Source: an optimization exercise on an open RTL-to-GDS flow (aim: small area, a short achievable clock period and few clock cycles). Production flows keep margins and buffers that such runs may drop. Power figures rest on the tool's default switching activity, not on a simulated workload.

## the reference run
==> module ELA, before the edit <==
module ELA(clk, rst, in_data, data_rd, req, wen, addr, data_wr, done);
	input				clk;
	input				rst;
	input		[7:0]	in_data;
	input		[7:0]	data_rd;
	output				req;
	output	reg			wen;
	output	reg	[9:0]	addr;
	output	reg	[7:0]	data_wr;	 
	output				done;
	reg			interp, fin;
	reg			s_rb, s_w;	 
	reg	[7:0]	x;	 
	reg	[7:0]	y;	 
	reg	[7:0]	pp;	 
	reg	[7:0]	q;	 
	reg	[7:0]	r;	 
	reg	[7:0]	dreg, areg;	 
	reg	[7:0]	m;			 
	wire s_rt = ~s_rb & ~s_w;
	assign req  = ~interp;
	assign done = fin;
	function [7:0] absd;
		input [7:0] x, y;
		reg [7:0] g, e, G1, E1, G2, E2, G3, E3, bo, bo2;
		integer i;
		begin
			g = x & ~y;
			e = ~(x ^ y);
			for (i = 0; i < 8; i = i + 1)
				if (i % 2 == 1) begin G1[i] = g[i] | e[i] & g[i-1]; E1[i] = e[i] & e[i-1]; end
				else begin G1[i] = g[i]; E1[i] = e[i]; end
			for (i = 0; i < 8; i = i + 1)
				if (i % 4 >= 2) begin G2[i] = G1[i] | E1[i] & G1[(i/4)*4+1]; E2[i] = E1[i] & E1[(i/4)*4+1]; end
				else begin G2[i] = G1[i]; E2[i] = E1[i]; end
			for (i = 0; i < 8; i = i + 1)
				if (i >= 4) begin G3[i] = G2[i] | E2[i] & G2[3]; E3[i] = E2[i] & E2[3]; end
				else begin G3[i] = G2[i]; E3[i] = E2[i]; end
			bo  = {~(G3[6:0] | E3[6:0]), 1'b0};
			bo2 = {G3[6:0], 1'b0};
			absd = G3[7] ? (~e ^ bo) : (~e ^ bo2);
		end
	endfunction
	function [7:0] avg8;
		input [7:0] x, y;
		reg [7:0] g, p, G1, P1, G2, P2, G3, P3;
		integer i;
		begin
			g = x & y; p = x ^ y;
			for (i = 0; i < 8; i = i + 1)
				if (i % 2 == 1) begin G1[i] = g[i] | p[i] & g[i-1]; P1[i] = p[i] & p[i-1]; end
				else begin G1[i] = g[i]; P1[i] = p[i]; end
			for (i = 0; i < 8; i = i + 1)
				if (i % 4 >= 2) begin G2[i] = G1[i] | P1[i] & G1[(i/4)*4+1]; P2[i] = P1[i] & P1[(i/4)*4+1]; end
				else begin G2[i] = G1[i]; P2[i] = P1[i]; end
			for (i = 0; i < 8; i = i + 1)
				if (i >= 4) begin G3[i] = G2[i] | P2[i] & G2[3]; P3[i] = P2[i] & P2[3]; end
				else begin G3[i] = G2[i]; P3[i] = P2[i]; end
			avg8 = {G3[7], p[7:1] ^ G3[6:0]};
		end
	endfunction
	function le8;
		input [7:0] v, u;
		reg [7:0] g, e;
		reg g10, e10, g32, e32, g54, e54, g76, e76, g30, g74, e74;
		begin
			g = v & ~u;
			e = ~(v ^ u);
			g10 = g[1] | e[1] & g[0]; e10 = e[1] & e[0];
			g32 = g[3] | e[3] & g[2]; e32 = e[3] & e[2];
			g54 = g[5] | e[5] & g[4]; e54 = e[5] & e[4];
			g76 = g[7] | e[7] & g[6]; e76 = e[7] & e[6];
			g30 = g32 | e32 & g10;
			g74 = g76 | e76 & g54; e74 = e76 & e54;
			le8 = ~(g74 | e74 & g30);
		end
	endfunction
	wire [8:0] ix = {addr[9:6], addr[4:0]};
	wire [8:0] kst = {s_rb, s_rb, s_rb, s_rt & interp, s_rb, s_rb, s_rb,
			s_rb | s_w, s_w | ~interp & wen};
	function [8:0] add9;
		input [8:0] u, v;
		integer j; reg c;
		begin
			c = 1'b0;
			for (j = 0; j < 9; j = j + 1) begin
				add9[j] = u[j] ^ v[j] ^ c;
				c = (u[j] & v[j]) | (c & (u[j] ^ v[j]));
			end
		end
	endfunction
	wire [8:0] i_next = add9(ix, kst);
	always @(posedge clk) begin
		dreg <= absd(x, y);
		areg <= avg8(x, y);
	end
	wire edge_col = (ix[4:0] == 5'd1) || (ix[4:0] == 5'd2);
	wire take = s_w | le8(dreg, m) | (s_rb & edge_col);
	always @(posedge clk) begin
		if (take)
			m <= dreg;
		if (!interp)
			data_wr <= in_data;
		else if (take)
			data_wr <= areg;
	end
	always @(posedge clk or posedge rst) begin
		if (rst) begin
			interp <= 1'b0;
			fin <= 1'b0;
			s_rb <= 1'b0;
			s_w <= 1'b0;
			wen <= 1'b0;
			addr <= 10'd0;
		end else if (fin) begin
			wen <= 1'b0;
		end else begin
			addr <= {i_next[8:5], interp & s_rb, i_next[4:0]};
			if (!interp) begin
				wen <= ~(wen & (&ix));
				if (wen & (&ix))
					interp <= 1'b1;
			end else begin
				s_rb <= s_rt;
				s_w <= s_rb;
				wen <= s_rb & (ix[8:1] != 8'd16);
				if (s_rb && ix == 9'd1)
					fin <= 1'b1;
			end
		end
	end
	always @(posedge clk) begin
		if (s_rt) begin
			x <= data_rd; r <= x;
		end else if (s_rb) begin
			x <= r; y <= data_rd; r <= x;
		end else begin
			x <= pp; y <= q; pp <= r; q <= y;
		end
	end
endmodule
==> flow/config.mk <==
export PLATFORM = sky130hd
export DESIGN_NAME = ELA
export DESIGN_NICKNAME = ELA
export VERILOG_FILES = /design/flow/design.v
export SDC_FILE = /design/flow/constraint.sdc
export NUM_CORES = 8
export LEC_CHECK = 0
export CAP_MARGIN = 20
export CORE_MARGIN = 2
export CORE_UTILIZATION = 40
export CTS_BUF_LIST = sky130_fd_sc_hd__clkbuf_8
export SETUP_SLACK_MARGIN = 4.6
export SLEW_MARGIN = 20
==> flow/constraint.sdc <==
create_clock -name core_clock -period 7.0 [get_ports {clk}]
set_input_delay 1.4000 -clock core_clock [delete_from_list [all_inputs] [get_ports {clk}]]
set_output_delay 1.4000 -clock core_clock [all_outputs]
set_load 0.01 [all_outputs]
standard.sh (not shown) runs the stock make flow with config.mk's settings and CLKGATE_MAP_FILE= SYNTH_SCRIPT=/design/flow/synth_recipe.tcl, a recipe that flattens the netlist after the stock synthesis.
==> flow/flow/run.sh <==
#!/bin/bash
# Layout flow: the standard ORFS flow, with two changes:
#  - synthesis does not extract full/half adder cells (ADDER_MAP_FILE empty),
#    so ABC maps all of the arithmetic itself;
#  - the port buffers are sky130_fd_sc_hd__buf_2 cells.
set -euo pipefail
bash standard.sh ADDER_MAP_FILE= \
  "BUFFER_PORTS_ARGS=-buffer_cell sky130_fd_sc_hd__buf_2" \
  finish > make_finish.log 2>&1
### the reference run -> the trial run
-- flow/design.v --
<<< the reference run, line 82
	function [8:0] add9;
		input [8:0] u, v;
		integer j; reg c;
		begin
			c = 1'b0;
			for (j = 0; j < 9; j = j + 1) begin
				add9[j] = u[j] ^ v[j] ^ c;
				c = (u[j] & v[j]) | (c & (u[j] ^ v[j]));
			end
		end
	endfunction
>>> the trial run, line 82
	function [8:0] add9;
		input [8:0] u, v;
		reg [8:0] g, p, G1, P1, G2, P2, G3, P3, G4;
		integer j;
		begin
			g = u & v; p = u ^ v;
			for (j = 0; j < 9; j = j + 1)
				if (j % 2 == 1) begin G1[j] = g[j] | p[j] & g[j-1]; P1[j] = p[j] & p[j-1]; end
				else begin G1[j] = g[j]; P1[j] = p[j]; end
			for (j = 0; j < 9; j = j + 1)
				if (j % 4 >= 2) begin G2[j] = G1[j] | P1[j] & G1[(j/4)*4+1]; P2[j] = P1[j] & P1[(j/4)*4+1]; end
				else begin G2[j] = G1[j]; P2[j] = P1[j]; end
			for (j = 0; j < 9; j = j + 1)
				if (j % 8 >= 4) begin G3[j] = G2[j] | P2[j] & G2[3]; P3[j] = P2[j] & P2[3]; end
				else begin G3[j] = G2[j]; P3[j] = P2[j]; end
			G4 = G3;
			G4[8] = G3[8] | P3[8] & G3[7];
			add9 = p ^ {G4[7:0], 1'b0};
		end
	endfunction
--- outcome ---
- Taking the reference run as the reference, in the trial run power rose by about 6%, initial standard-cell utilization of the core increased 0.25 points, minimum period implied by the final worst setup slack fell 0.098 ns.
- Against the reference run, maximum number of pins on one net before global-route repair in the trial run fell by a few percent.
- Layout buffer count excluding clock buffers was lower in the run labelled the reference run.
- For wire length reported by the detailed router, dividing the value from the reference run by the value from the trial run gives 0.857.
- Across the trial run and the reference run, none had a timing, DRC or antenna violation.
- On clock transition at the register clock pins on the worst setup and hold paths after CTS: between the trial run and the reference run, it ends up lower for the reference run.
No run of this note included a check of the RTL's function; only the layout flow was run.

[afterwards: timing with drivers on the ports]
In the flow no input, the clock included, has a driving cell. The finished layouts below were timed again as built, in two steps.
Step 1 (the two cells are an assumption about what drives the block):
set clk [get_ports {clk}]
set_driving_cell -lib_cell sky130_fd_sc_hd__clkbuf_16 $clk
set_driving_cell -lib_cell sky130_fd_sc_hd__buf_2 [delete_from_list [all_inputs] $clk]
Step 2, shift: input delay + t, output delay - t, t = (earliest + latest rising clock arrival at the registers) / 2. This alone moves slack from input paths to output paths.
Slacks: ideal ports / drivers / drivers and shift; pairs: ideal ports / drivers.
run | t (ns) | setup WS [ns] | worst slew at a driven data input, ns
the reference run | 0.372 | 4.430 / 4.430 / 4.430 | 0.03
the trial run | 0.383 | 4.528 / 4.528 / 4.528 | 0.04
After both steps setup and hold are still met in every run listed.
